From an optimization exercise on the open Yosys and OpenROAD flow, aimed at small area; shortcuts taken in it are not production practice. Only simulation tests tie the RTL to the original design; equivalence was not proved. No driver is modelled on the clock port, so clocking that relies on it looks cheaper here than on a real chip.

### design/flow/constraint.sdc
create_clock -name core_clock -period 7.0 [get_ports {clk}]
set_input_delay 1.4000 -clock core_clock [delete_from_list [all_inputs] [get_ports {clk}]]
set_output_delay 1.4000 -clock core_clock [all_outputs]
set_load 0.01 [all_outputs]
### design/flow/standard.sh
#!/bin/bash
# synth_recipe.tcl (not shown) runs the flow's synth.tcl, then flattens the netlist and writes it again
# the make line also repeats each setting of config.mk as NAME=value (left out here)
make -C /OpenROAD-flow-scripts/flow DESIGN_CONFIG=/design/flow/config.mk WORK_HOME=/design/flow/orfs CLKGATE_MAP_FILE= SYNTH_SCRIPT=/design/flow/synth_recipe.tcl "${@:-finish}"
### design/flow/design.v
module FIR_low_pass_filter(
	input clk,
	input rst,
	input [7:0]FIR_IN,
	output reg [16:0]FIR_OUT
);
reg [7:0] d0;
reg [7:0] d1;
reg [7:0] d2;
reg [7:0] d3;
reg [7:0] d4;
reg [7:0] d5;
reg [7:0] d6;
reg [7:0] d7;
reg [7:0] d8;
reg [8:0] r;
wire [8:0] r_next;
always @(posedge clk or negedge rst)
	if (!rst) begin
		d0 <= 8'b0;
		d1 <= 8'b0;
		d2 <= 8'b0;
		d3 <= 8'b0;
		d4 <= 8'b0;
		d5 <= 8'b0;
		d6 <= 8'b0;
		d7 <= 8'b0;
		d8 <= 8'b0;
		r <= 9'b0;
	end else begin
		d0 <= FIR_IN;
		d1 <= d0;
		d2 <= d1;
		d3 <= d2;
		d4 <= d3;
		d5 <= d4;
		d6 <= d5;
		d7 <= d6;
		d8 <= d7;
		r <= r_next;
	end
wire w1;
wire w2;
wire w4;
wire w5;
wire w7;
wire w8;
wire w10;
wire w11;
wire w13;
wire w14;
wire w16;
wire w17;
wire w19;
wire w20;
wire w22;
wire w23;
wire w25;
wire w26;
wire w28;
wire w29;
wire w31;
wire w32;
wire w34;
wire w35;
wire w37;
wire w38;
wire w40;
wire w41;
wire w43;
wire w45;
wire w47;
wire w49;
wire w51;
wire w53;
wire w55;
wire w56;
wire w58;
wire w60;
wire w62;
wire w64;
wire w65;
wire w67;
wire w68;
wire w70;
wire w71;
wire w73;
wire w74;
wire w76;
wire w78;
wire w80;
wire w82;
wire w84;
wire w86;
wire w88;
wire w89;
wire w91;
wire w93;
wire w95;
wire w97;
wire w99;
wire w101;
wire w103;
wire w104;
wire w106;
wire w108;
wire w110;
wire w112;
wire w113;
wire w115;
wire w116;
wire w118;
wire w120;
wire w122;
wire w124;
wire w126;
wire w128;
wire w130;
wire w131;
wire w133;
wire w135;
wire w137;
wire w139;
wire w141;
wire w143;
wire w145;
wire w146;
wire w148;
wire w150;
wire w152;
wire w154;
wire w156;
wire w158;
wire w160;
wire w161;
wire w163;
wire w165;
wire w167;
wire w169;
wire w170;
wire w172;
wire w173;
wire w175;
wire w176;
wire w178;
wire w180;
wire w182;
wire w184;
wire w186;
wire w188;
wire w190;
wire w191;
wire w193;
wire w195;
wire w197;
wire w199;
wire w201;
wire w203;
wire w205;
wire w206;
wire w208;
wire w210;
wire w212;
wire w214;
wire w216;
wire w218;
wire w220;
wire w221;
wire w223;
wire w225;
wire w227;
wire w229;
wire w230;
wire w232;
wire w233;
wire w235;
wire w236;
wire w238;
wire w239;
wire w241;
wire w243;
wire w245;
wire w247;
wire w249;
wire w251;
wire w253;
wire w254;
wire w256;
wire w258;
wire w260;
wire w262;
wire w264;
wire w266;
wire w268;
wire w269;
wire w271;
wire w273;
wire w275;
wire w277;
wire w279;
wire w281;
wire w282;
wire w284;
wire w285;
wire w287;
wire w288;
wire w290;
wire w291;
wire w293;
wire w295;
wire w297;
wire w299;
wire w301;
wire w303;
wire w305;
wire w306;
wire w308;
wire w310;
wire w312;
wire w314;
wire w316;
wire w318;
wire w320;
wire w321;
wire w323;
wire w325;
wire w327;
wire w329;
wire w331;
wire w333;
wire w335;
wire w337;
wire w339;
wire w341;
wire w342;
wire w344;
wire w345;
wire w347;
wire w348;
wire w350;
wire w352;
wire w354;
wire w356;
wire w358;
wire w360;
wire w362;
wire w363;
wire w365;
wire w367;
wire w369;
wire w371;
wire w373;
wire w375;
wire w377;
wire w378;
wire w380;
wire w382;
wire w384;
wire w386;
wire w388;
wire w390;
wire w392;
wire w393;
wire w395;
wire w397;
wire w399;
wire w401;
wire w403;
wire w405;
wire w406;
wire w408;
wire w409;
wire w411;
wire w412;
wire w414;
wire w415;
wire w417;
wire w418;
wire w420;
wire w421;
wire w423;
wire w424;
wire w426;
wire w427;
wire w429;
wire w430;
wire w432;
wire w433;
wire w435;
wire w436;
wire w438;
wire w439;
wire w441;
wire w442;
wire w444;
wire w445;
wire w447;
wire w448;
wire w450;
wire w451;
wire w453;
wire w454;
wire w456;
wire w457;
wire w459;
wire w460;
wire w462;
wire w463;
wire w465;
wire w466;
wire w468;
wire w469;
wire w471;
wire w472;
wire w474;
wire w475;
wire w477;
wire w478;
wire w480;
wire w481;
wire w483;
wire w484;
wire w486;
wire w487;
wire w489;
wire w490;
wire w492;
wire w493;
wire w495;
wire w496;
wire w498;
wire w499;
wire w501;
wire w502;
wire w504;
wire w505;
wire w507;
wire w508;
wire w510;
wire w511;
wire w513;
wire w514;
wire w516;
wire w517;
wire w519;
wire w520;
wire w522;
wire w523;
wire w525;
wire w526;
wire w528;
wire w529;
wire w531;
wire w532;
wire w534;
wire w535;
wire w537;
wire w538;
wire w540;
wire w541;
wire w543;
wire w544;
wire w546;
wire w547;
wire w549;
wire w550;
wire w552;
wire w553;
wire w555;
wire w556;
wire w558;
wire w559;
wire w561;
wire w563;
wire w565;
wire w567;
wire w569;
wire w571;
wire w573;
wire w575;
wire w577;
wire w579;
wire w581;
wire w583;
wire w585;
wire w586;
wire w588;
wire w590;
wire w592;
wire w594;
wire w596;
wire w598;
wire w600;
wire w601;
wire w603;
wire w605;
wire w607;
wire w609;
wire w611;
wire w613;
wire w615;
wire w617;
wire w619;
wire w621;
wire w623;
wire w625;
wire w627;
fir_ha u3 (.a(d0[0]), .b(d8[0]), .y(w1), .z(w2));
fir_fa u6 (.a(d0[1]), .b(d8[1]), .c(w2), .y(w4), .z(w5));
fir_fa u9 (.a(d0[2]), .b(d8[2]), .c(w5), .y(w7), .z(w8));
fir_fa u12 (.a(d0[3]), .b(d8[3]), .c(w8), .y(w10), .z(w11));
fir_fa u15 (.a(d0[4]), .b(d8[4]), .c(w11), .y(w13), .z(w14));
fir_fa u18 (.a(d0[5]), .b(d8[5]), .c(w14), .y(w16), .z(w17));
fir_fa u21 (.a(d0[6]), .b(d8[6]), .c(w17), .y(w19), .z(w20));
fir_fa u24 (.a(d0[7]), .b(d8[7]), .c(w20), .y(w22), .z(w23));
fir_ha u27 (.a(d2[0]), .b(d8[0]), .y(w25), .z(w26));
fir_fa u30 (.a(d2[1]), .b(d8[1]), .c(w26), .y(w28), .z(w29));
fir_fa u33 (.a(d2[2]), .b(d8[2]), .c(w29), .y(w31), .z(w32));
fir_fa u36 (.a(d2[3]), .b(d8[3]), .c(w32), .y(w34), .z(w35));
fir_fa u39 (.a(d2[4]), .b(d8[4]), .c(w35), .y(w37), .z(w38));
fir_ha u42 (.a(d2[5]), .b(d8[5]), .y(w40), .z(w41));
fir_xr u44 (.a(w40), .b(w38), .y(w43));
fir_aoi u46 (.a(w40), .b(w38), .c(w41), .y(w45));
fir_xn u48 (.a(d2[6]), .b(d8[6]), .y(w47));
fir_xr u50 (.a(w47), .b(w45), .y(w49));
fir_nd u52 (.a(d2[6]), .b(d8[6]), .y(w51));
fir_oai u54 (.a(w47), .b(w45), .c(w51), .y(w53));
fir_ha u57 (.a(d2[7]), .b(d8[7]), .y(w55), .z(w56));
fir_xr u59 (.a(w55), .b(w53), .y(w58));
fir_aoi u61 (.a(w55), .b(w53), .c(w56), .y(w60));
fir_iv u63 (.a(w60), .y(w62));
fir_ha u66 (.a(d3[0]), .b(d7[0]), .y(w64), .z(w65));
fir_fa u69 (.a(d3[1]), .b(d7[1]), .c(w65), .y(w67), .z(w68));
fir_fa u72 (.a(d3[2]), .b(d7[2]), .c(w68), .y(w70), .z(w71));
fir_ha u75 (.a(d3[3]), .b(d7[3]), .y(w73), .z(w74));
fir_xr u77 (.a(w73), .b(w71), .y(w76));
fir_aoi u79 (.a(w73), .b(w71), .c(w74), .y(w78));
fir_xn u81 (.a(d3[4]), .b(d7[4]), .y(w80));
fir_xr u83 (.a(w80), .b(w78), .y(w82));
fir_nd u85 (.a(d3[4]), .b(d7[4]), .y(w84));
fir_oai u87 (.a(w80), .b(w78), .c(w84), .y(w86));
fir_ha u90 (.a(d3[5]), .b(d7[5]), .y(w88), .z(w89));
fir_xr u92 (.a(w88), .b(w86), .y(w91));
fir_aoi u94 (.a(w88), .b(w86), .c(w89), .y(w93));
fir_xn u96 (.a(d3[6]), .b(d7[6]), .y(w95));
fir_xr u98 (.a(w95), .b(w93), .y(w97));
fir_nd u100 (.a(d3[6]), .b(d7[6]), .y(w99));
fir_oai u102 (.a(w95), .b(w93), .c(w99), .y(w101));
fir_ha u105 (.a(d3[7]), .b(d7[7]), .y(w103), .z(w104));
fir_xr u107 (.a(w103), .b(w101), .y(w106));
fir_aoi u109 (.a(w103), .b(w101), .c(w104), .y(w108));
fir_iv u111 (.a(w108), .y(w110));
fir_ha u114 (.a(d4[0]), .b(d6[0]), .y(w112), .z(w113));
fir_ha u117 (.a(d4[1]), .b(d6[1]), .y(w115), .z(w116));
fir_xr u119 (.a(w115), .b(w113), .y(w118));
fir_aoi u121 (.a(w115), .b(w113), .c(w116), .y(w120));
fir_xn u123 (.a(d4[2]), .b(d6[2]), .y(w122));
fir_xr u125 (.a(w122), .b(w120), .y(w124));
fir_nd u127 (.a(d4[2]), .b(d6[2]), .y(w126));
fir_oai u129 (.a(w122), .b(w120), .c(w126), .y(w128));
fir_ha u132 (.a(d4[3]), .b(d6[3]), .y(w130), .z(w131));
fir_xr u134 (.a(w130), .b(w128), .y(w133));
fir_aoi u136 (.a(w130), .b(w128), .c(w131), .y(w135));
fir_xn u138 (.a(d4[4]), .b(d6[4]), .y(w137));
fir_xr u140 (.a(w137), .b(w135), .y(w139));
fir_nd u142 (.a(d4[4]), .b(d6[4]), .y(w141));
fir_oai u144 (.a(w137), .b(w135), .c(w141), .y(w143));
fir_ha u147 (.a(d4[5]), .b(d6[5]), .y(w145), .z(w146));
fir_xr u149 (.a(w145), .b(w143), .y(w148));
fir_aoi u151 (.a(w145), .b(w143), .c(w146), .y(w150));
fir_xn u153 (.a(d4[6]), .b(d6[6]), .y(w152));
fir_xr u155 (.a(w152), .b(w150), .y(w154));
fir_nd u157 (.a(d4[6]), .b(d6[6]), .y(w156));
fir_oai u159 (.a(w152), .b(w150), .c(w156), .y(w158));
fir_ha u162 (.a(d4[7]), .b(d6[7]), .y(w160), .z(w161));
fir_xr u164 (.a(w160), .b(w158), .y(w163));
fir_aoi u166 (.a(w160), .b(w158), .c(w161), .y(w165));
fir_iv u168 (.a(w165), .y(w167));
fir_ha u171 (.a(r[0]), .b(w112), .y(w169), .z(w170));
fir_fa u174 (.a(r[1]), .b(w118), .c(w170), .y(w172), .z(w173));
fir_ha u177 (.a(r[2]), .b(w124), .y(w175), .z(w176));
fir_xr u179 (.a(w175), .b(w173), .y(w178));
fir_aoi u181 (.a(w175), .b(w173), .c(w176), .y(w180));
fir_xn u183 (.a(r[3]), .b(w133), .y(w182));
fir_xr u185 (.a(w182), .b(w180), .y(w184));
fir_nd u187 (.a(r[3]), .b(w133), .y(w186));
fir_oai u189 (.a(w182), .b(w180), .c(w186), .y(w188));
fir_ha u192 (.a(r[4]), .b(w139), .y(w190), .z(w191));
fir_xr u194 (.a(w190), .b(w188), .y(w193));
fir_aoi u196 (.a(w190), .b(w188), .c(w191), .y(w195));
fir_xn u198 (.a(r[5]), .b(w148), .y(w197));
fir_xr u200 (.a(w197), .b(w195), .y(w199));
fir_nd u202 (.a(r[5]), .b(w148), .y(w201));
fir_oai u204 (.a(w197), .b(w195), .c(w201), .y(w203));
fir_ha u207 (.a(r[6]), .b(w154), .y(w205), .z(w206));
fir_xr u209 (.a(w205), .b(w203), .y(w208));
fir_aoi u211 (.a(w205), .b(w203), .c(w206), .y(w210));
fir_xn u213 (.a(r[7]), .b(w163), .y(w212));
fir_xr u215 (.a(w212), .b(w210), .y(w214));
fir_nd u217 (.a(r[7]), .b(w163), .y(w216));
fir_oai u219 (.a(w212), .b(w210), .c(w216), .y(w218));
fir_ha u222 (.a(r[8]), .b(w167), .y(w220), .z(w221));
fir_xr u224 (.a(w220), .b(w218), .y(w223));
fir_aoi u226 (.a(w220), .b(w218), .c(w221), .y(w225));
fir_iv u228 (.a(w225), .y(w227));
fir_ha u231 (.a(d5[0]), .b(w64), .y(w229), .z(w230));
fir_fa u234 (.a(d5[1]), .b(w230), .c(w67), .y(w232), .z(w233));
fir_fa u237 (.a(d5[2]), .b(w70), .c(w233), .y(w235), .z(w236));
fir_ha u240 (.a(d5[3]), .b(w76), .y(w238), .z(w239));
fir_xr u242 (.a(w238), .b(w236), .y(w241));
fir_aoi u244 (.a(w238), .b(w236), .c(w239), .y(w243));
fir_xn u246 (.a(w82), .b(d5[4]), .y(w245));
fir_xr u248 (.a(w245), .b(w243), .y(w247));
fir_nd u250 (.a(w82), .b(d5[4]), .y(w249));
fir_oai u252 (.a(w245), .b(w243), .c(w249), .y(w251));
fir_ha u255 (.a(d5[5]), .b(w91), .y(w253), .z(w254));
fir_xr u257 (.a(w253), .b(w251), .y(w256));
fir_aoi u259 (.a(w253), .b(w251), .c(w254), .y(w258));
fir_xn u261 (.a(w97), .b(d5[6]), .y(w260));
fir_xr u263 (.a(w260), .b(w258), .y(w262));
fir_nd u265 (.a(w97), .b(d5[6]), .y(w264));
fir_oai u267 (.a(w260), .b(w258), .c(w264), .y(w266));
fir_ha u270 (.a(d5[7]), .b(w106), .y(w268), .z(w269));
fir_xr u272 (.a(w268), .b(w266), .y(w271));
fir_aoi u274 (.a(w268), .b(w266), .c(w269), .y(w273));
fir_xn u276 (.a(w110), .b(w273), .y(w275));
fir_nab u278 (.a(w273), .b(w110), .y(w277));
fir_iv u280 (.a(w277), .y(w279));
fir_ha u283 (.a(w25), .b(w169), .y(w281), .z(w282));
fir_fa u286 (.a(w28), .b(w282), .c(w172), .y(w284), .z(w285));
fir_fa u289 (.a(w31), .b(w178), .c(w285), .y(w287), .z(w288));
fir_ha u292 (.a(w34), .b(w184), .y(w290), .z(w291));
fir_xr u294 (.a(w290), .b(w288), .y(w293));
fir_aoi u296 (.a(w290), .b(w288), .c(w291), .y(w295));
fir_xn u298 (.a(w193), .b(w37), .y(w297));
fir_xr u300 (.a(w297), .b(w295), .y(w299));
fir_nd u302 (.a(w193), .b(w37), .y(w301));
fir_oai u304 (.a(w297), .b(w295), .c(w301), .y(w303));
fir_ha u307 (.a(w199), .b(w43), .y(w305), .z(w306));
fir_xr u309 (.a(w305), .b(w303), .y(w308));
fir_aoi u311 (.a(w305), .b(w303), .c(w306), .y(w310));
fir_xn u313 (.a(w208), .b(w49), .y(w312));
fir_xr u315 (.a(w312), .b(w310), .y(w314));
fir_nd u317 (.a(w208), .b(w49), .y(w316));
fir_oai u319 (.a(w312), .b(w310), .c(w316), .y(w318));
fir_ha u322 (.a(w214), .b(w58), .y(w320), .z(w321));
fir_xr u324 (.a(w320), .b(w318), .y(w323));
fir_aoi u326 (.a(w320), .b(w318), .c(w321), .y(w325));
fir_xn u328 (.a(w223), .b(w62), .y(w327));
fir_xr u330 (.a(w327), .b(w325), .y(w329));
fir_nd u332 (.a(w223), .b(w62), .y(w331));
fir_oai u334 (.a(w327), .b(w325), .c(w331), .y(w333));
fir_xr u336 (.a(w227), .b(w333), .y(w335));
fir_nd u338 (.a(w227), .b(w333), .y(w337));
fir_iv u340 (.a(w337), .y(w339));
fir_ha u343 (.a(w229), .b(w232), .y(w341), .z(w342));
fir_fa u346 (.a(w232), .b(w342), .c(w235), .y(w344), .z(w345));
fir_ha u349 (.a(w235), .b(w241), .y(w347), .z(w348));
fir_xr u351 (.a(w347), .b(w345), .y(w350));
fir_aoi u353 (.a(w347), .b(w345), .c(w348), .y(w352));
fir_xn u355 (.a(w247), .b(w241), .y(w354));
fir_xr u357 (.a(w354), .b(w352), .y(w356));
fir_nd u359 (.a(w247), .b(w241), .y(w358));
fir_oai u361 (.a(w354), .b(w352), .c(w358), .y(w360));
fir_ha u364 (.a(w247), .b(w256), .y(w362), .z(w363));
fir_xr u366 (.a(w362), .b(w360), .y(w365));
fir_aoi u368 (.a(w362), .b(w360), .c(w363), .y(w367));
fir_xn u370 (.a(w262), .b(w256), .y(w369));
fir_xr u372 (.a(w369), .b(w367), .y(w371));
fir_nd u374 (.a(w262), .b(w256), .y(w373));
fir_oai u376 (.a(w369), .b(w367), .c(w373), .y(w375));
fir_ha u379 (.a(w262), .b(w271), .y(w377), .z(w378));
fir_xr u381 (.a(w377), .b(w375), .y(w380));
fir_aoi u383 (.a(w377), .b(w375), .c(w378), .y(w382));
fir_xn u385 (.a(w275), .b(w271), .y(w384));
fir_xr u387 (.a(w384), .b(w382), .y(w386));
fir_nd u389 (.a(w275), .b(w271), .y(w388));
fir_oai u391 (.a(w384), .b(w382), .c(w388), .y(w390));
fir_ha u394 (.a(w275), .b(w279), .y(w392), .z(w393));
fir_xr u396 (.a(w392), .b(w390), .y(w395));
fir_aoi u398 (.a(w392), .b(w390), .c(w393), .y(w397));
fir_xn u400 (.a(w279), .b(w397), .y(w399));
fir_nab u402 (.a(w397), .b(w279), .y(w401));
fir_iv u404 (.a(w401), .y(w403));
fir_ha u407 (.a(w229), .b(w281), .y(w405), .z(w406));
fir_fa u410 (.a(w169), .b(w406), .c(w341), .y(w408), .z(w409));
fir_ha u413 (.a(w284), .b(w408), .y(w411), .z(w412));
fir_fa u416 (.a(w281), .b(w172), .c(w409), .y(w414), .z(w415));
fir_fa u419 (.a(w287), .b(w344), .c(w412), .y(w417), .z(w418));
fir_ha u422 (.a(w414), .b(w417), .y(w420), .z(w421));
fir_fa u425 (.a(w178), .b(w284), .c(w293), .y(w423), .z(w424));
fir_fa u428 (.a(w415), .b(w350), .c(w423), .y(w426), .z(w427));
fir_fa u431 (.a(w418), .b(w421), .c(w426), .y(w429), .z(w430));
fir_fa u434 (.a(w229), .b(w184), .c(w287), .y(w432), .z(w433));
fir_fa u437 (.a(w299), .b(w432), .c(w424), .y(w435), .z(w436));
fir_fa u440 (.a(w356), .b(w427), .c(w435), .y(w438), .z(w439));
fir_ha u443 (.a(w430), .b(w438), .y(w441), .z(w442));
fir_fa u446 (.a(w341), .b(w193), .c(w293), .y(w444), .z(w445));
fir_fa u449 (.a(w433), .b(w444), .c(w308), .y(w447), .z(w448));
fir_fa u452 (.a(w365), .b(w436), .c(w447), .y(w450), .z(w451));
fir_fa u455 (.a(w439), .b(w450), .c(w442), .y(w453), .z(w454));
fir_fa u458 (.a(w199), .b(w344), .c(w299), .y(w456), .z(w457));
fir_fa u461 (.a(w445), .b(w314), .c(w456), .y(w459), .z(w460));
fir_fa u464 (.a(w371), .b(w448), .c(w459), .y(w462), .z(w463));
fir_fa u467 (.a(d5[0]), .b(w112), .c(w208), .y(w465), .z(w466));
fir_fa u470 (.a(w350), .b(w308), .c(w465), .y(w468), .z(w469));
fir_fa u473 (.a(w457), .b(w323), .c(w468), .y(w471), .z(w472));
fir_fa u476 (.a(w380), .b(w460), .c(w471), .y(w474), .z(w475));
fir_fa u479 (.a(d5[1]), .b(w118), .c(w214), .y(w477), .z(w478));
fir_fa u482 (.a(w356), .b(w466), .c(w314), .y(w480), .z(w481));
fir_fa u485 (.a(w477), .b(w469), .c(w329), .y(w483), .z(w484));
fir_fa u488 (.a(w480), .b(w386), .c(w472), .y(w486), .z(w487));
fir_fa u491 (.a(w483), .b(w475), .c(w486), .y(w489), .z(w490));
fir_fa u494 (.a(d5[2]), .b(w124), .c(w223), .y(w492), .z(w493));
fir_fa u497 (.a(w365), .b(w478), .c(w323), .y(w495), .z(w496));
fir_fa u500 (.a(w492), .b(w481), .c(w335), .y(w498), .z(w499));
fir_fa u503 (.a(w495), .b(w484), .c(w395), .y(w501), .z(w502));
fir_fa u506 (.a(w487), .b(w498), .c(w501), .y(w504), .z(w505));
fir_fa u509 (.a(d5[3]), .b(w133), .c(w227), .y(w507), .z(w508));
fir_fa u512 (.a(w371), .b(w493), .c(w507), .y(w510), .z(w511));
fir_fa u515 (.a(w329), .b(w339), .c(w496), .y(w513), .z(w514));
fir_fa u518 (.a(w510), .b(w399), .c(w499), .y(w516), .z(w517));
fir_fa u521 (.a(w513), .b(w502), .c(w516), .y(w519), .z(w520));
fir_fa u524 (.a(d5[4]), .b(w139), .c(w508), .y(w522), .z(w523));
fir_fa u527 (.a(w380), .b(w335), .c(w511), .y(w525), .z(w526));
fir_fa u530 (.a(w522), .b(w514), .c(w403), .y(w528), .z(w529));
fir_fa u533 (.a(w525), .b(w517), .c(w528), .y(w531), .z(w532));
fir_fa u536 (.a(d5[5]), .b(w148), .c(w339), .y(w534), .z(w535));
fir_fa u539 (.a(w386), .b(w523), .c(w534), .y(w537), .z(w538));
fir_fa u542 (.a(w526), .b(w537), .c(w529), .y(w540), .z(w541));
fir_fa u545 (.a(d5[6]), .b(w154), .c(w395), .y(w543), .z(w544));
fir_fa u548 (.a(w535), .b(w543), .c(w538), .y(w546), .z(w547));
fir_fa u551 (.a(d5[7]), .b(w163), .c(w399), .y(w549), .z(w550));
fir_fa u554 (.a(w544), .b(w549), .c(w547), .y(w552), .z(w553));
fir_fa u557 (.a(w167), .b(w403), .c(w550), .y(w555), .z(w556));
fir_ha u560 (.a(w451), .b(w462), .y(w558), .z(w559));
fir_xr u562 (.a(w558), .b(w454), .y(w561));
fir_aoi u564 (.a(w558), .b(w454), .c(w559), .y(w563));
fir_xn u566 (.a(w463), .b(w474), .y(w565));
fir_xr u568 (.a(w565), .b(w563), .y(w567));
fir_nd u570 (.a(w463), .b(w474), .y(w569));
fir_oai u572 (.a(w565), .b(w563), .c(w569), .y(w571));
fir_xr u574 (.a(w489), .b(w571), .y(w573));
fir_nd u576 (.a(w489), .b(w571), .y(w575));
fir_xn u578 (.a(w490), .b(w504), .y(w577));
fir_xr u580 (.a(w577), .b(w575), .y(w579));
fir_nd u582 (.a(w490), .b(w504), .y(w581));
fir_oai u584 (.a(w577), .b(w575), .c(w581), .y(w583));
fir_ha u587 (.a(w505), .b(w519), .y(w585), .z(w586));
fir_xr u589 (.a(w585), .b(w583), .y(w588));
fir_aoi u591 (.a(w585), .b(w583), .c(w586), .y(w590));
fir_xn u593 (.a(w520), .b(w531), .y(w592));
fir_xr u595 (.a(w592), .b(w590), .y(w594));
fir_nd u597 (.a(w520), .b(w531), .y(w596));
fir_oai u599 (.a(w592), .b(w590), .c(w596), .y(w598));
fir_ha u602 (.a(w532), .b(w540), .y(w600), .z(w601));
fir_xr u604 (.a(w600), .b(w598), .y(w603));
fir_aoi u606 (.a(w600), .b(w598), .c(w601), .y(w605));
fir_xn u608 (.a(w541), .b(w546), .y(w607));
fir_xr u610 (.a(w607), .b(w605), .y(w609));
fir_nd u612 (.a(w541), .b(w546), .y(w611));
fir_oai u614 (.a(w607), .b(w605), .c(w611), .y(w613));
fir_xr u616 (.a(w552), .b(w613), .y(w615));
fir_nd u618 (.a(w552), .b(w613), .y(w617));
fir_xn u620 (.a(w553), .b(w555), .y(w619));
fir_xr u622 (.a(w619), .b(w617), .y(w621));
fir_nd u624 (.a(w553), .b(w555), .y(w623));
fir_oai u626 (.a(w619), .b(w617), .c(w623), .y(w625));
fir_xr u628 (.a(w556), .b(w625), .y(w627));
assign r_next = {w23, w22, w19, w16, w13, w10, w7, w4, w1};
wire [16:0] y = {w627, w621, w615, w609, w603, w594, w588, w579, w573, w567, w561, w453, w441, w429, w420, w411, w405};
always @(posedge clk or negedge rst)
	if (!rst)
		FIR_OUT <= 17'b0;
	else
		FIR_OUT <= y;
endmodule
module fir_aoi(input a, input b, input c, output y);
	assign y = ~((a & b) | c);
endmodule
module fir_fa(input a, input b, input c, output y, output z);
	assign y = a ^ b ^ c;
	assign z = (a & b) | (a & c) | (b & c);
endmodule
module fir_ha(input a, input b, output y, output z);
	assign y = a ^ b;
	assign z = a & b;
endmodule
module fir_iv(input a, output y);
	assign y = ~a;
endmodule
module fir_nab(input a, input b, output y);
	assign y = ~(~a & b);
endmodule
module fir_nd(input a, input b, output y);
	assign y = ~(a & b);
endmodule
module fir_oai(input a, input b, input c, output y);
	assign y = ~((a | b) & c);
endmodule
module fir_xn(input a, input b, output y);
	assign y = ~(a ^ b);
endmodule
module fir_xr(input a, input b, output y);
	assign y = a ^ b;
endmodule
### design/flow/config.mk
export PLATFORM = sky130hd
export DESIGN_NAME = FIR_low_pass_filter
export DESIGN_NICKNAME = FIR_low_pass_filter
export VERILOG_FILES = /design/flow/design.v
export SDC_FILE = /design/flow/constraint.sdc
export NUM_CORES = 4
export LEC_CHECK = 0
export CAP_MARGIN = 20
export CORE_MARGIN = 2
export CORE_UTILIZATION = 40
export CTS_BUF_LIST = sky130_fd_sc_hd__clkbuf_8
export SLEW_MARGIN = 20
export SYNTH_HIERARCHICAL = 1
export SYNTH_MINIMUM_KEEP_SIZE = 0
### design/flow/flow/pre_cts.tcl
set_max_fanout 49 [current_design]
### design/flow/flow/run.sh
#!/bin/bash
set -euo pipefail
HERE=$(pwd)
bash standard.sh synth > synth.log 2>&1
bash standard.sh \
  BUFFER_PORTS_ARGS="-buffer_cell sky130_fd_sc_hd__buf_1" \
  PRE_CTS_TCL="$HERE/flow/pre_cts.tcl" \
  CTS_ARGS="-sink_clustering_enable -repair_clock_nets -dont_use_dummy_load -buf_list sky130_fd_sc_hd__clkbuf_16" \
  finish > layout.log 2>&1
==> results of run 1 <==
## metal layers
layer / part of all wire / wire, um
met4: 0.015 / 132
met5: 0 / 0
met1: 0.47 / 4280
met3: 0.025 / 230
met2: 0.49 / 4450
## layout by cell type (no fill, tap or decap)
cell type,count
dfrtp_1,98
fa_1,66
xor2_1,48
ha_1,38
a21oi_2,26
nand2_1,25
buf_1,25
xnor2_1,23
o21ai_1,22
clkbuf_16,9
inv_1,7
xor2_2,4
buf_8,3
nand2b_1,2
xnor2_2,1
clkdlybuf4s50_1,1
clkbuf_4,1
buf_4,1
## sequential cells by signal, indices dropped and copies added (netlist names)
signal	cells
d0	8
d4	8
d1	8
d8	8
d7	8
d6	8
d5	8
d2	8
d3	8
r	9
FIR_OUT	17
## cell families after synthesis
family / Yosys count
compound gates: 48
xor+xnor: 76
fa+ha+maj: 104
buf+inv: 7
flops: 98
simple gates: 27
## Yosys stat by module (local to each module, per instance)
module / area [um^2] / copies in the design / cells
fir_xn: 8.76 / 24 / 1
FIR_low_pass_filter: 2450 / 1 / 98
fir_aoi: 8.76 / 26 / 1
fir_fa: 20.0 / 66 / 1
fir_xr: 8.76 / 52 / 1
fir_ha: 12.5 / 38 / 1
fir_oai: 5.00 / 22 / 1
fir_iv: 3.75 / 7 / 1
fir_nd: 3.75 / 25 / 1
fir_nab: 6.26 / 2 / 1
## area by class of cell
| cell class | count | area share |
|---|---|---|
| multi-input cells | 255 | 0.488 |
| flip-flops and latches | 98 | 0.407 |
| clock buffers | 9 | 0.0373 |
| well taps | 176 | 0.0365 |
| repair buffers | 31 | 0.0272 |
| inverters | 7 | 0.00436 |
## worst max-delay path by stage
stage,start,to,cells after the start
floorplan,d2[0],FIR_OUT[16],21
global placement,d2[0],FIR_OUT[16],22
finish,d2[0],FIR_OUT[16],23
CTS,d2[0],FIR_OUT[16],21
detailed placement,d2[0],FIR_OUT[16],21
global route,d3[0],FIR_OUT[16],25
## cells in the mapped netlist
library cell	instances
dfrtp_1	98
fa_1	66
xor2_1	52
ha_1	38
a21oi_2	26
nand2_1	25
xnor2_1	24
o21ai_1	22
inv_1	7
nand2b_1	2
## worst max-delay path, delay by kind of cell, from the launching register on
family,cells,cell delay (ps)
simple gates,1,110
flops,1,390
xor+xnor,3,710
fa+ha+maj,10,3880
compound gates,9,1450
## stage by stage
step | util | instances
detailed placement | 0.433 | 563
global placement | 0.433 | 563
CTS | 0.450 | 572
global route | 0.457 | 576
finish | 0.457 | 576
floorplan | - | 360
## what timing repair did
item | CTS | global route
gates resized for setup | 0 | 5
hold buffers | 0 | 0
endpoints found under the setup margin | 0 | 1
==> summary.txt, run 1 <==
Largest net degree at the start of global routing: 52
Synth Register Bits: 98
Post-synthesis mux area share: 0
First-pass GRT wire length: 15.3 mm
Final Skew: 11.9 ps
R2R depth: 23
RSZ-0062 raised after global routing: false
M1 GR Usage: 0.192
Critical path class: reg2reg
Main combinational cell family by area after synthesis: adder cells
Routability Congestion: 0.810
Synth top area cells: dfrtp_1 (46%), fa_1 (25%), ha_1 (8.8%)
Most used routing layer: met2
Starting DRT DRC Count: 78
Min Hold Slack: 350 ps
Slew @ Worst Pin: 595 ps
Reg2reg setup slack: 380 ps
Tcrit/Tclk final: 0.946
Final Cell Area: 6030 um^2
Initial antenna violation count: 0
Final antenna-violating net count: 0
Largest stage delay, worst path: 510 ps
Via density: 4.64
R2r endpoint: FIR_OUT[16]
Die area: 14400 um^2
GR Util All Layers: 0.144
Total CTS buffers: 9
Synth top area share: 0.455
Final setup violation count: 0
DRT Pass-1 Iters: 2
Max frequency: 151 MHz
Final #Nets: 516
Worst R2R Start: d2[0]
Multi-input gate area: 2940 um^2
Worst Setup End Kind: register
Worst Hold Class: reg2reg
Sequential area share after synthesis: 0.455
Setup TNS: 0 ps
GRT met2 Usage: 0.232
Hold_sp: d1[3]
Cell taking the most area after synthesis: dfrtp_1
Final wirelength: 9.10 mm
FP Rows: 42
Worst-path fanout max: 2
Vias in the first global route: 3019
DPL Wire Length: 7.25 mm
Final WS setup: 375 ps
Buffers added on ports: 26
Adder-Cell Fraction of Synth Area: 0.334
Clock transition at path regs: 60 ps
Synth Area in Simple Gates: 0.0197
Synth warn: 7
Area after DPL: 5710 um^2
Worst EP arrival: 6880 ps
Synth Area in Compound Gates: 0.0627
Clk sinks: 98
Avg Cell Area, Syn: 15.0 um^2
Cells along the critical path: ha_1, fa_1, fa_1, fa_1, fa_1, xor2_1, ha_1, a21oi_2, o21ai_1, a21oi_2, o21ai_1, xor2_1, fa_1, fa_1, fa_1, ha_1, a21oi_2, o21ai_1, a21oi_2, o21ai_1, nand2_1, o21ai_1, xor2_1
Max_cap viols: 0
FF+latch area: 2450 um^2
Detailed-route DRC error count: 0
Place WS: 366 ps
Die Wd: 120 um
Fillers: 1175
Most frequent CP cell: fa_1
Hold EP: d2[3]
Status: no timing/DRC/antenna violations
CTS tree: built
Relative slew slack: 0.603
Ports: 27
Postcts setup bufs: 0
Hold path cells: 0
Setup crit start kind: register
Final hold vios: 0
Area Overhead vs Synth: 12.0%
Final min period: 6620 ps
Fin. max-slew vios: 0
Core area: 13200 um^2
Mapped Cells: 360
Post-synthesis cell type count: 10
Post-Syn Nets: 474
Antenna diode count: 0
Slowest CP cell: fa_1
Chip height: 120 um
Met3 Use GR: 0.0361
Cell Area, Synth: 5390 um^2
Share of layout cells above drive strength 1: 0.113
Initial Util: 0.408
Vias: 2673
WL per Instance: 15.8 um
CP Data Required Time: 7260 ps
Worst-Skew Late Latency: 350 ps
Post-Synth XOR/XNOR Area: 0.124
Grt ovf: 0
==> run 2: changes to the inputs <==
==> design/flow/flow/run.sh (replaced) <==
#!/bin/bash
set -euo pipefail
HERE=$(pwd)
bash standard.sh synth > synth.log 2>&1
bash standard.sh \
  BUFFER_PORTS_ARGS="-buffer_cell sky130_fd_sc_hd__buf_1" \
  PRE_CTS_TCL="$HERE/flow/pre_cts.tcl" \
  CTS_ARGS="-sink_clustering_enable -repair_clock_nets -dont_use_dummy_load -buf_list sky130_fd_sc_hd__clkbuf_8" \
  finish > layout.log 2>&1
==> run 2 against run 1 <==
Against the previous run:
- area after synthesis unchanged
- flip-flop and latch count stayed put
- maximum frequency is essentially flat
- highest routed layer unchanged
==> summary.txt, run 2 <==
Status: no timing/DRC/antenna violations
Mapped Cells: 360 (unchanged)
Antenna diode count: 0 (unchanged)
WL per Instance: 15.7 um (-0.53%)
Cell taking the most area after synthesis: dfrtp_1
Max frequency: 151 MHz (about the same)
Fillers: 1192 (+1.4%)
Sequential area share after synthesis: 0.455 (unchanged)
Top cells by count, synth: dfrtp_1 (98), fa_1 (66), xor2_1 (52)
Cell Area, Synth: 5390 um^2 (unchanged)
Vias: 2669 (-0.15%)
First-pass GRT wire length: 15.3 mm (-0.23%)
Post-Syn Nets: 474 (unchanged)
M1 GR Usage: 0.192 (about the same)
Share of layout cells above drive strength 1: 0.115 (+0.00250)
GRT met2 Usage: 0.229 (-0.00284)
Chip height: 120 um (unchanged)
Final #Nets: 516 (unchanged)
Final antenna-violating net count: 0 (unchanged)
Vias in the first global route: 3010 (-0.30%)
Hold EP: d2[3]
Asr flop ratio synth: 1.00 (unchanged)
Detailed-route DRC error count: 0 (unchanged)
Cells along the critical path: ha_1, fa_1, fa_1, fa_1, fa_1, a21oi_2, o21ai_1, xor2_1, ha_1, a21oi_2, o21ai_1, xor2_1, fa_1, fa_1, fa_1, ha_1, a21oi_2, o21ai_1, a21oi_2, o21ai_1, nand2_1, o21ai_1, xor2_1
FF+latch area: 2450 um^2 (unchanged)
Synth top area share: 0.455 (unchanged)
Starting DRT DRC Count: 67 (-14%)
Worst Hold Class: reg2reg
Final hold vios: 0 (unchanged)
Clock transition at path regs: 90 ps (+30 ps)
Commonest non-fill, non-tap cell in the layout: dfrtp_1
Total CTS buffers: 9 (unchanged)
Synth warn: 7 (unchanged)
Biggest regs: FIR_OUT (17), r (9)
Worst-Skew Late Latency: 380 ps (+30 ps)
Most frequent CP cell: fa_1
Most used routing layer: met2
Worst-path fanout max: 2 (unchanged)
Final WS setup: 375 ps (-0.466 ps)
Final Skew: 20.5 ps (+8.65 ps)
DRT Pass-1 Iters: 4 (+2)
Die area: 14400 um^2 (unchanged)
Hold_sp: d1[3]
Count leader, synth: dfrtp_1
Die Wd: 120 um (unchanged)
Hold path cells: 0 (unchanged)
Buffers added on ports: 26 (unchanged)
Final wirelength: 9.05 mm (-0.53%)
Largest net degree at the start of global routing: 52 (unchanged)
Place WS: 366 ps (unchanged)
Setup crit start kind: register
Tcrit/Tclk final: 0.946 (about the same)
Top reg by flops: FIR_OUT
Critical path's top delay family: adder cells
Worst EP arrival: 6910 ps (+30 ps)
Clk sinks: 98 (unchanged)
Fin. max-slew vios: 0 (unchanged)
Final min period: 6630 ps (+0.466 ps)
Area Overhead vs Synth: 10.3%
Multi-input gate area: 2950 um^2 (+0.26%)
FP Rows: 42 (unchanged)
DPL Wire Length: 7.25 mm (unchanged)
Via density: 4.63 (-0.15%)
CTS Hold Buffers Added: 0 (unchanged)
Worst R2R Start: d2[0]
Core area: 13200 um^2 (unchanged)
Slew @ Worst Pin: 595 ps (-0.531 ps)
Initial Util: 0.408 (unchanged)
Synth Register Bits: 98 (unchanged)
Max reg flops: 17 (unchanged)
WP buf/inv: 0 (unchanged)
Setup TNS: 0 ps (unchanged)
GR Util All Layers: 0.144 (+0.000148)
Avg Cell Area, Syn: 15.0 um^2 (unchanged)
Synth top area cells: dfrtp_1 (46%), fa_1 (25%), ha_1 (8.8%)
R2r endpoint: FIR_OUT[16]
Post-synthesis cell type count: 10 (unchanged)
Dominant synthesized flop cell: dfrtp_1
Initial antenna violation count: 0 (unchanged)
CP Data Required Time: 7280 ps (+20 ps)
Routability Congestion: 0.810 (unchanged)
Reg2reg setup slack: 370 ps (about the same)
Critical path class: reg2reg
Grt ovf: 0 (unchanged)
R2R depth: 23 (unchanged)
CTS tree: built
Final setup violation count: 0 (unchanged)
Ports: 27 (unchanged)
RSZ-0062 raised after global routing: false
Largest stage delay, worst path: 510 ps (about the same)
EDFF count, synth: 0 (unchanged)
Relative slew slack: 0.603 (about the same)
Met3 Use GR: 0.0361 (unchanged)
Slowest CP cell: fa_1
Max_cap viols: 0 (unchanged)
Worst Setup End Kind: register
Most frequent cells in the layout: dfrtp_1 (98), fa_1 (66), xor2_1 (47), ha_1 (38), a21oi_2 (26)
## run 2: cell count changes in the layout (fill, tap and decap cells not counted)
cell | previous run | this run
clkbuf_8 | 0 | 9
xor2_1 | 48 | 47
xor2_2 | 4 | 5
clkbuf_16 | 9 | 0
## run 2: layer usage
layer	part of all wire	wire, um
met5	0	0
met4	0.017	153
met3	0.029	259
met2	0.48	4360
met1	0.47	4280
## run 2: cell families (layout without fill, tap and decap cells)
logic type	Yosys count	count (layout)	share of synthesized area
and+or+nand+nor	27	27	0.0197
adders and majority gates	104	104	0.334
AOI/OAI and AO/OA	48	48	0.0627
buffers and inverters	7	47	0.00488
DFF	98	98	0.455
xor gates and xnor gates	76	76	0.124
## run 2: worst max-delay path by stage
stage	from	slack [ps]	cells after the start	to
2_1_floorplan	d2[0]	960	21	FIR_OUT[16]
3_3_place_gp	d2[0]	400	22	FIR_OUT[16]
3_5_place_dp	d2[0]	370	21	FIR_OUT[16]
4_1_cts	d2[0]	300	21	FIR_OUT[16]
5_1_grt	d2[0]	10	23	FIR_OUT[16]
6_report	d2[0]	370	23	FIR_OUT[16]
## run 2: cell type report
| cell class | instances | area share |
|---|---|---|
| multi-input cells | 255 | 0.497 |
| inverters | 7 | 0.00442 |
| clock buffers | 9 | 0.0209 |
| repair buffers | 31 | 0.0276 |
| flip-flops and latches | 98 | 0.413 |
| well taps | 176 | 0.0371 |
## run 2: per-stage QoR
stage / instance area (um^2) / util / std cells / hold slack [ps]
after floorplan: 5390 / - / 360 / 331
after global placement: 5710 / 0.433 / 563 / 332
after detailed placement: 5710 / 0.433 / 563 / 336
after CTS: 5840 / 0.443 / 572 / 354
after global routing: 5940 / 0.450 / 576 / 361
final: 5940 / 0.450 / 576 / 354
## run 2: repair_timing
action / 4_1_cts / 5_1_grt
resized for setup: 0 / 6
setup buffers: 0 / 0
setup endpoints to repair: 0 / 1
## run 2: modules after synthesis (local to each module, per instance)
module / cell area [um^2] / times used
FIR_low_pass_filter: 2450 / 1
fir_fa: 20.0 / 66
fir_ha: 12.5 / 38
fir_aoi: 8.76 / 26
fir_xn: 8.76 / 24
fir_xr: 8.76 / 52
fir_nab: 6.26 / 2
fir_oai: 5.00 / 22
fir_iv: 3.75 / 7
fir_nd: 3.75 / 25
## run 2: worst reg2reg max path, stage by stage, from the launching register on
cell,delay [ps]
dfrtp_1,400
ha_1,230
fa_1,410
fa_1,410
fa_1,400
fa_1,430
a21oi_2,230
o21ai_1,150
xor2_1,290
ha_1,330
a21oi_2,200
o21ai_1,120
xor2_1,210
fa_1,400
fa_1,510
fa_1,410
ha_1,330
a21oi_2,80
o21ai_1,240
a21oi_2,100
o21ai_1,200
nand2_1,110
o21ai_1,170
xor2_1,160
==> run 3: changes to the inputs <==
==> design/flow/flow/run.sh (replaced) <==
#!/bin/bash
# Own layout flow: the standard flow (standard.sh) with synthesis unchanged and
# two layout settings changed: the ports are buffered with sky130_fd_sc_hd__buf_1
# instead of the default buffer, and CTS inserts no dummy loads (clock buffers
# clkbuf_8 as in config.mk). Each step's full output goes to its own log file here.
set -euo pipefail
bash standard.sh synth > synth.log 2>&1
bash standard.sh \
  BUFFER_PORTS_ARGS="-buffer_cell sky130_fd_sc_hd__buf_1" \
  CTS_ARGS="-sink_clustering_enable -repair_clock_nets -dont_use_dummy_load -buf_list sky130_fd_sc_hd__clkbuf_8" \
  finish > layout.log 2>&1
--- a/design/flow/config.mk
+++ b/design/flow/config.mk
@@ -9,6 +9,7 @@
 export CORE_MARGIN = 2
 export CORE_UTILIZATION = 40
 export CTS_BUF_LIST = sky130_fd_sc_hd__clkbuf_8
+export SETUP_SLACK_MARGIN = -0.25
 export SLEW_MARGIN = 20
 export SYNTH_HIERARCHICAL = 1
 export SYNTH_MINIMUM_KEEP_SIZE = 0
removed: design/flow/flow/pre_cts.tcl
==> run 3 against run 2 <==
Against the previous run:
- still clean on timing, DRC and antenna
- clock-buffer cell count unchanged
- global-route usage is the same
- core utilization down 0.76 points
- die area did not move
- critical path depth decreased by 2
- clock skew about the same
- via count decreased by 0.26%
- setup slack got worse by 21 ps
- flip-flop and latch count did not move
- area after synthesis unchanged
- largest cell class unchanged
==> summary.txt, run 3 <==
Status: no timing/DRC/antenna violations
Final Cell Area: 5840 um^2 (-1.7%)
Area after DPL: 5710 um^2 (unchanged)
Vias: 2662 (-0.26%)
Antenna diode count: 0 (unchanged)
Total CTS buffers: 9 (unchanged)
Relative slew slack: 0.530 (-0.0738)
CTS tree: built
Clock root buffer: clkbuf_8
CP Data Required Time: 7280 ps (about the same)
Synth top area share: 0.455 (unchanged)
Die area: 14400 um^2 (unchanged)
Dominant synthesized flop cell: dfrtp_1
Sequential area share after synthesis: 0.455 (unchanged)
Final cell utilization of the core: 0.443 (-0.00759)
CTS H-tree depth: 3
Worst Hold Class: reg2reg
Critical path class: reg2reg
First-pass GRT wire length: 15.3 mm (unchanged)
Core area: 13200 um^2 (unchanged)
Post-Syn Nets: 474 (unchanged)
Final min period: 6650 ps (+20.8 ps)
Final hold vios: 0 (unchanged)
FF+latch area: 2450 um^2 (unchanged)
Starting DRT DRC Count: 68 (+1.5%)
Postcts setup bufs: 0 (unchanged)
CTS Buffer Depth: 2
Final #Nets: 512 (-0.78%)
Synth Register Bits: 98 (unchanged)
Final antenna-violating net count: 0 (unchanged)
Setup crit start kind: register
Top reg by flops: FIR_OUT
Post-synthesis cell type count: 10 (unchanged)
Largest net degree at the start of global routing: 52 (unchanged)
FP Rows: 42 (unchanged)
Worst-Skew Late Latency: 380 ps (about the same)
Fillers: 1201 (+0.76%)
Fin. max-slew vios: 0 (unchanged)
DRT Pass-1 Iters: 4 (unchanged)
Max frequency: 150 MHz (-0.31%)
Max_cap viols: 0 (unchanged)
Clk sinks: 98 (unchanged)
Detailed-route DRC error count: 0 (unchanged)
Synth warn: 7 (unchanged)
PostCTS Resize Cnt: 0 (unchanged)
DPL Wire Length: 7.25 mm (unchanged)
Buffers added on ports: 26 (unchanged)
Clock transition at path regs: 90 ps (about the same)
Commonest non-fill, non-tap cell in the layout: dfrtp_1
Asr flop ratio synth: 1.00 (unchanged)
Cell Area, Synth: 5390 um^2 (unchanged)
Via density: 4.65 (+0.44%)
GR Util All Layers: 0.144 (unchanged)
Top cells by count, synth: dfrtp_1 (98), fa_1 (66), xor2_1 (52)
Die Wd: 120 um (unchanged)
Final Skew: 20.7 ps (+0.197 ps)
Ports: 27 (unchanged)
Final wirelength: 8.90 mm (-1.7%)
Tcrit/Tclk final: 0.949 (+0.00297)
Routability Congestion: 0.810 (unchanged)
Grt ovf: 0 (unchanged)
Place WS: 366 ps (unchanged)
Chip height: 120 um (unchanged)
EDFF count, synth: 0 (unchanged)
WL per Instance: 15.6 um (-0.98%)
Worst-path fanout max: 2 (unchanged)
Initial antenna violation count: 0 (unchanged)
Synth top area cells: dfrtp_1 (46%), fa_1 (25%), ha_1 (8.8%)
Final WS setup: 354 ps (-20.8 ps)
Multi-input gate area: 2910 um^2 (-1.5%)
Initial Util: 0.408 (unchanged)
Max reg flops: 17 (unchanged)
Count leader, synth: dfrtp_1
Slew @ Worst Pin: 706 ps (+111 ps)
Vias in the first global route: 3010 (unchanged)
Final setup violation count: 0 (unchanged)
Avg Cell Area, Syn: 15.0 um^2 (unchanged)
Biggest regs: FIR_OUT (17), r (9)
Cell taking the most area after synthesis: dfrtp_1
Area Overhead vs Synth: 8.41%
Worst EP arrival: 6930 ps (+20 ps)
Worst Setup End Kind: register
CTS Hold Buffers Added: 0 (unchanged)
Mapped Cells: 360 (unchanged)
Most frequent cells in the layout: dfrtp_1 (98), fa_1 (66), xor2_1 (52), ha_1 (38), a21oi_2 (26)
Share of layout cells above drive strength 1: 0.0934 (-0.0216)
## run 3: cell type report
class	instances	share of cell area
multi-input combinational	255	0.498
sequential	98	0.420
tap	176	0.0377
clock buffer	9	0.0212
timing repair buffer	27	0.0186
inverter	7	0.00450
## run 3: worst max-delay path: stages, from the launching register on
cell	delay (ps)
dfrtp_1	400
ha_1	220
fa_1	410
fa_1	410
fa_1	400
fa_1	430
xor2_1	310
ha_1	320
xor2_1	300
fa_1	480
fa_1	470
fa_1	410
fa_1	550
nand2_1	90
o21ai_1	260
a21oi_2	110
o21ai_1	240
a21oi_2	100
o21ai_1	200
nand2_1	110
o21ai_1	170
xor2_1	160
## run 3: modules after synthesis (local to each module, per instance)
module               cells inside  flops+latches  copies in the design
FIR_low_pass_filter            98             98                     1
fir_aoi                         1              0                    26
fir_fa                          1              0                    66
fir_ha                          1              0                    38
fir_iv                          1              0                     7
fir_nab                         1              0                     2
fir_nd                          1              0                    25
fir_oai                         1              0                    22
fir_xn                          1              0                    24
fir_xr                          1              0                    52
## run 3: path summary, 6_finish.rpt
check                       from           to  slack (ps)  depth (start not counted)
min in group asynchronous    rst        d0[3]        1100                          1
max in group asynchronous    rst        d5[5]        4830                          2
hold reg to reg            d1[3]        d2[3]         350                          0
setup / recovery           d2[0]  FIR_OUT[16]         350                         21
setup reg to reg           d2[0]  FIR_OUT[16]         350                         21
hold / removal             d1[3]        d2[3]         350                          0
## run 3: routing by layer
layer | GRT usage | wire [um] | up-vias
met5 | 0 | 0 | -
met4 | 0.0551 | 165 | 0
met3 | 0.0361 | 244 | 11
met2 | 0.229 | 4280 | 27
met1 | 0.192 | 4210 | 1382
li1 | - | - | 1242
## run 3: cells by family (layout without fill, tap and decap cells)
kind of cell	after synthesis	count (layout)	synth area share
and+or+nand+nor	27	27	0.0197
AOI/OAI and AO/OA	48	48	0.0627
xor gates and xnor gates	76	76	0.124
DFF	98	98	0.455
adders and majority gates	104	104	0.334
buffers and inverters	7	43	0.00488
## run 3: per-stage QoR
stage          TNS (ps)  std cells  hold WS [ps]
2_1_floorplan         0        360           331
3_3_place_gp          0        563           332
3_5_place_dp          0        563           336
4_1_cts               0        572           354
5_1_grt           -84.8        572           361
6_report              0        572           354
==> run 4: changes to the inputs <==
--- a/design/flow/config.mk
+++ b/design/flow/config.mk
@@ -9,7 +9,6 @@
 export CORE_MARGIN = 2
 export CORE_UTILIZATION = 40
 export CTS_BUF_LIST = sky130_fd_sc_hd__clkbuf_8
-export SETUP_SLACK_MARGIN = -0.25
 export SLEW_MARGIN = 20
 export SYNTH_HIERARCHICAL = 1
 export SYNTH_MINIMUM_KEEP_SIZE = 0
==> run 4 against run 3 <==
Against the previous run:
- still clean
- area after synthesis is the same
- critical path type unchanged
- cell count is the same
- setup slack better by 30 ps
==> summary.txt, run 4 <==
Status: no timing/DRC/antenna violations
FF+latch area: 2450 um^2 (unchanged)
Sequential area share after synthesis: 0.455 (unchanged)
Post-Syn Nets: 474 (unchanged)
Worst EP arrival: 6900 ps (-30 ps)
Mapped Cells: 360 (unchanged)
Most frequent CP cell: fa_1
EDFF count, synth: 0 (unchanged)
Post-synthesis cell type count: 10 (unchanged)
Hold_sp: d1[3]
Count leader, synth: dfrtp_1
Final antenna-violating net count: 0 (unchanged)
Die area: 14400 um^2 (unchanged)
CTS Buffer Depth: 2 (unchanged)
Final Skew: 20.7 ps (-0.0524 ps)
CTS Hold Buffers Added: 0 (unchanged)
Relative slew slack: 0.524 (-0.00551)
FP Rows: 42 (unchanged)
Top reg by flops: FIR_OUT
Avg Cell Area, Syn: 15.0 um^2 (unchanged)
Min Hold Slack: 354 ps (-0.00100 ps)
Cell taking the most area after synthesis: dfrtp_1
Postcts setup bufs: 0 (unchanged)
Final cell utilization of the core: 0.446 (+0.00341)
Most frequent cells in the layout: dfrtp_1 (98), fa_1 (66), xor2_1 (47), ha_1 (38), a21oi_2 (26)
Final hold vios: 0 (unchanged)
Dominant synthesized flop cell: dfrtp_1
Worst R2R Start: d2[0]
Final setup violation count: 0 (unchanged)
Most used routing layer: met2
Area Overhead vs Synth: 9.25%
Total CTS buffers: 9 (unchanged)
Hold path cells: 0 (unchanged)
RSZ-0062 raised after global routing: false
Chip height: 120 um (unchanged)
Clock transition at path regs: 90 ps (about the same)
Worst Setup End Kind: register
PostCTS Resize Cnt: 0 (unchanged)
Cells along the critical path: ha_1, fa_1, fa_1, fa_1, fa_1, a21oi_2, o21ai_1, xor2_1, ha_1, a21oi_2, o21ai_1, xor2_1, fa_1, fa_1, fa_1, ha_1, a21oi_2, o21ai_1, a21oi_2, o21ai_1, nand2_1, o21ai_1, xor2_1
Synth Register Bits: 98 (unchanged)
Largest stage delay, worst path: 510 ps (-40 ps)
Fin. max-slew vios: 0 (unchanged)
Critical path class: reg2reg
DPL Wire Length: 7.25 mm (unchanged)
GRT met2 Usage: 0.229 (unchanged)
Clk sinks: 98 (unchanged)
Commonest non-fill, non-tap cell in the layout: dfrtp_1
WP buf/inv: 0 (unchanged)
Routability Congestion: 0.810 (unchanged)
Synth warn: 7 (unchanged)
Max reg flops: 17 (unchanged)
Cell Area, Synth: 5390 um^2 (unchanged)
Critical path's top delay family: adder cells
Final #Nets: 512 (unchanged)
Synth top area share: 0.455 (unchanged)
Max frequency: 151 MHz (+0.46%)
Ports: 27 (unchanged)
M1 GR Usage: 0.192 (unchanged)
Synth top area cells: dfrtp_1 (46%), fa_1 (25%), ha_1 (8.8%)
Initial antenna violation count: 0 (unchanged)
Detailed-route DRC error count: 0 (unchanged)
DRT Pass-1 Iters: 4 (unchanged)
Via density: 4.60 (-1.2%)
GR Util All Layers: 0.144 (unchanged)
Multi-input gate area: 2950 um^2 (+1.5%)
Core area: 13200 um^2 (unchanged)
Worst-Skew Late Latency: 380 ps (about the same)
Reg2reg setup slack: 380 ps (+30 ps)
Buffers added on ports: 26 (unchanged)
First-pass GRT wire length: 15.3 mm (unchanged)
Grt ovf: 0 (unchanged)
CTS H-tree depth: 3 (unchanged)
R2r endpoint: FIR_OUT[16]
R2R depth: 23 (+9.5%)
Met3 Use GR: 0.0361 (unchanged)
Worst Hold Class: reg2reg
Clock root buffer: clkbuf_8
Top cells by count, synth: dfrtp_1 (98), fa_1 (66), xor2_1 (52)
Setup crit start kind: register
CTS tree: built
Vias: 2631 (-1.2%)
Hold EP: d2[3]
Largest net degree at the start of global routing: 52 (unchanged)
Final min period: 6620 ps (-30.2 ps)
Vias in the first global route: 3010 (unchanged)
Share of layout cells above drive strength 1: 0.109 (+0.0152)
Starting DRT DRC Count: 65 (-4.4%)
Slowest CP cell: fa_1
Max_cap viols: 0 (unchanged)
Final wirelength: 8.92 mm (+0.25%)
CP Data Required Time: 7280 ps (about the same)
Antenna diode count: 0 (unchanged)
Biggest regs: FIR_OUT (17), r (9)
Fillers: 1195 (-0.50%)
WL per Instance: 15.6 um (+0.25%)
Tcrit/Tclk final: 0.945 (-0.00432)
Worst-path fanout max: 2 (unchanged)
Initial Util: 0.408 (unchanged)
Slew @ Worst Pin: 714 ps (+8.27 ps)
Asr flop ratio synth: 1.00 (unchanged)
Setup TNS: 0 ps (unchanged)
Die Wd: 120 um (unchanged)
==> run 4: layer usage <==
metal,vias to the layer above,part of all wire
met5,-,0
met4,0,0.017
met3,10,0.029
met2,26,0.48
met1,1357,0.47
li1,1238,-
==> run 4: layout make-up <==
class	count	area share
Clock buffer	9	0.0211
Inverter	7	0.00447
Multi-Input combinational cell	255	0.502
Sequential cell	98	0.417
Tap cell	176	0.0374
Timing Repair Buffer	27	0.0185
==> run 4: worst reg2reg max path, cell delays in order (launching register included) <==
cell and delay [ps]:
dfrtp_1 400, ha_1 220, fa_1 410, fa_1 410
fa_1 400, fa_1 430, a21oi_2 230, o21ai_1 150
xor2_1 290, ha_1 330, a21oi_2 200, o21ai_1 120
xor2_1 210, fa_1 400, fa_1 510, fa_1 410
ha_1 330, a21oi_2 80, o21ai_1 240, a21oi_2 100
o21ai_1 200, nand2_1 120, o21ai_1 170, xor2_1 160
==> run 4: cells by family after synthesis <==
| group | count (synthesis) | share of synthesized area |
|---|---|---|
| AND/OR/NAND/NOR | 27 | 0.0197 |
| adder cells (fa/ha/maj) | 104 | 0.334 |
| buffers and inverters | 7 | 0.00488 |
| AO/OA/AOI/OAI | 48 | 0.0627 |
| XOR/XNOR | 76 | 0.124 |
| flip-flops | 98 | 0.455 |
==> run 4: worst max path at each step <==
stage	start	to	slack, ps	depth (start not counted)
after detailed placement	d2[0]	FIR_OUT[16]	370	21
after CTS	d2[0]	FIR_OUT[16]	300	21
after global routing	d2[0]	FIR_OUT[16]	10	23
after global placement	d2[0]	FIR_OUT[16]	400	22
after floorplan	d2[0]	FIR_OUT[16]	960	21
final	d2[0]	FIR_OUT[16]	380	23
==> run 4: per-module statistics from Yosys (local to each module, per instance), excerpt <==
module	cell area [um^2]	times used	flops+latches	cells
fir_iv	3.75	7	0	1
fir_nab	6.26	2	0	1
fir_aoi	8.76	26	0	1
fir_ha	12.5	38	0	1
fir_xn	8.76	24	0	1
fir_oai	5.00	22	0	1
fir_fa	20.0	66	0	1
fir_nd	3.75	25	0	1
fir_xr	8.76	52	0	1
==> run 4: through the flow <==
step / setup slack (ps) / cells / instance area [um^2]
3_3_place_gp: 404 / 563 / 5710
4_1_cts: 303 / 572 / 5840
2_1_floorplan: 956 / 360 / 5390
3_5_place_dp: 366 / 563 / 5710
6_report: 384 / 572 / 5880
5_1_grt: 12.5 / 572 / 5880

[static timing again, ports no longer ideal]
The results above use ideal ports. As a check the final layouts listed here were re-extracted and re-timed, cells and wires unchanged. Step 1, drivers: a clkbuf_16 drives clk and a buf_2 each remaining input, both assumed. Step 2, shift: input delay + t, output delay - t, t = (earliest + latest rising clock arrival at the registers) / 2. This alone moves slack from input paths to output paths. a / b / c = ideal ports / drivers / drivers and shift; a / b = the first two.
| run | shift t [ns] | setup slack, ns | worst data-port slew with drivers (ns) |
|---|---|---|---|
| run 1 | 0.379 | 0.375 / 0.375 / 0.375 | 0.03 |
| run 2 | 0.404 | 0.375 / 0.375 / 0.375 | 0.03 |
| run 3 | 0.403 | 0.354 / 0.354 / 0.354 | 0.03 |
| run 4 | 0.402 | 0.384 / 0.384 / 0.384 | 0.03 |
After both steps every run listed still meets setup and hold.
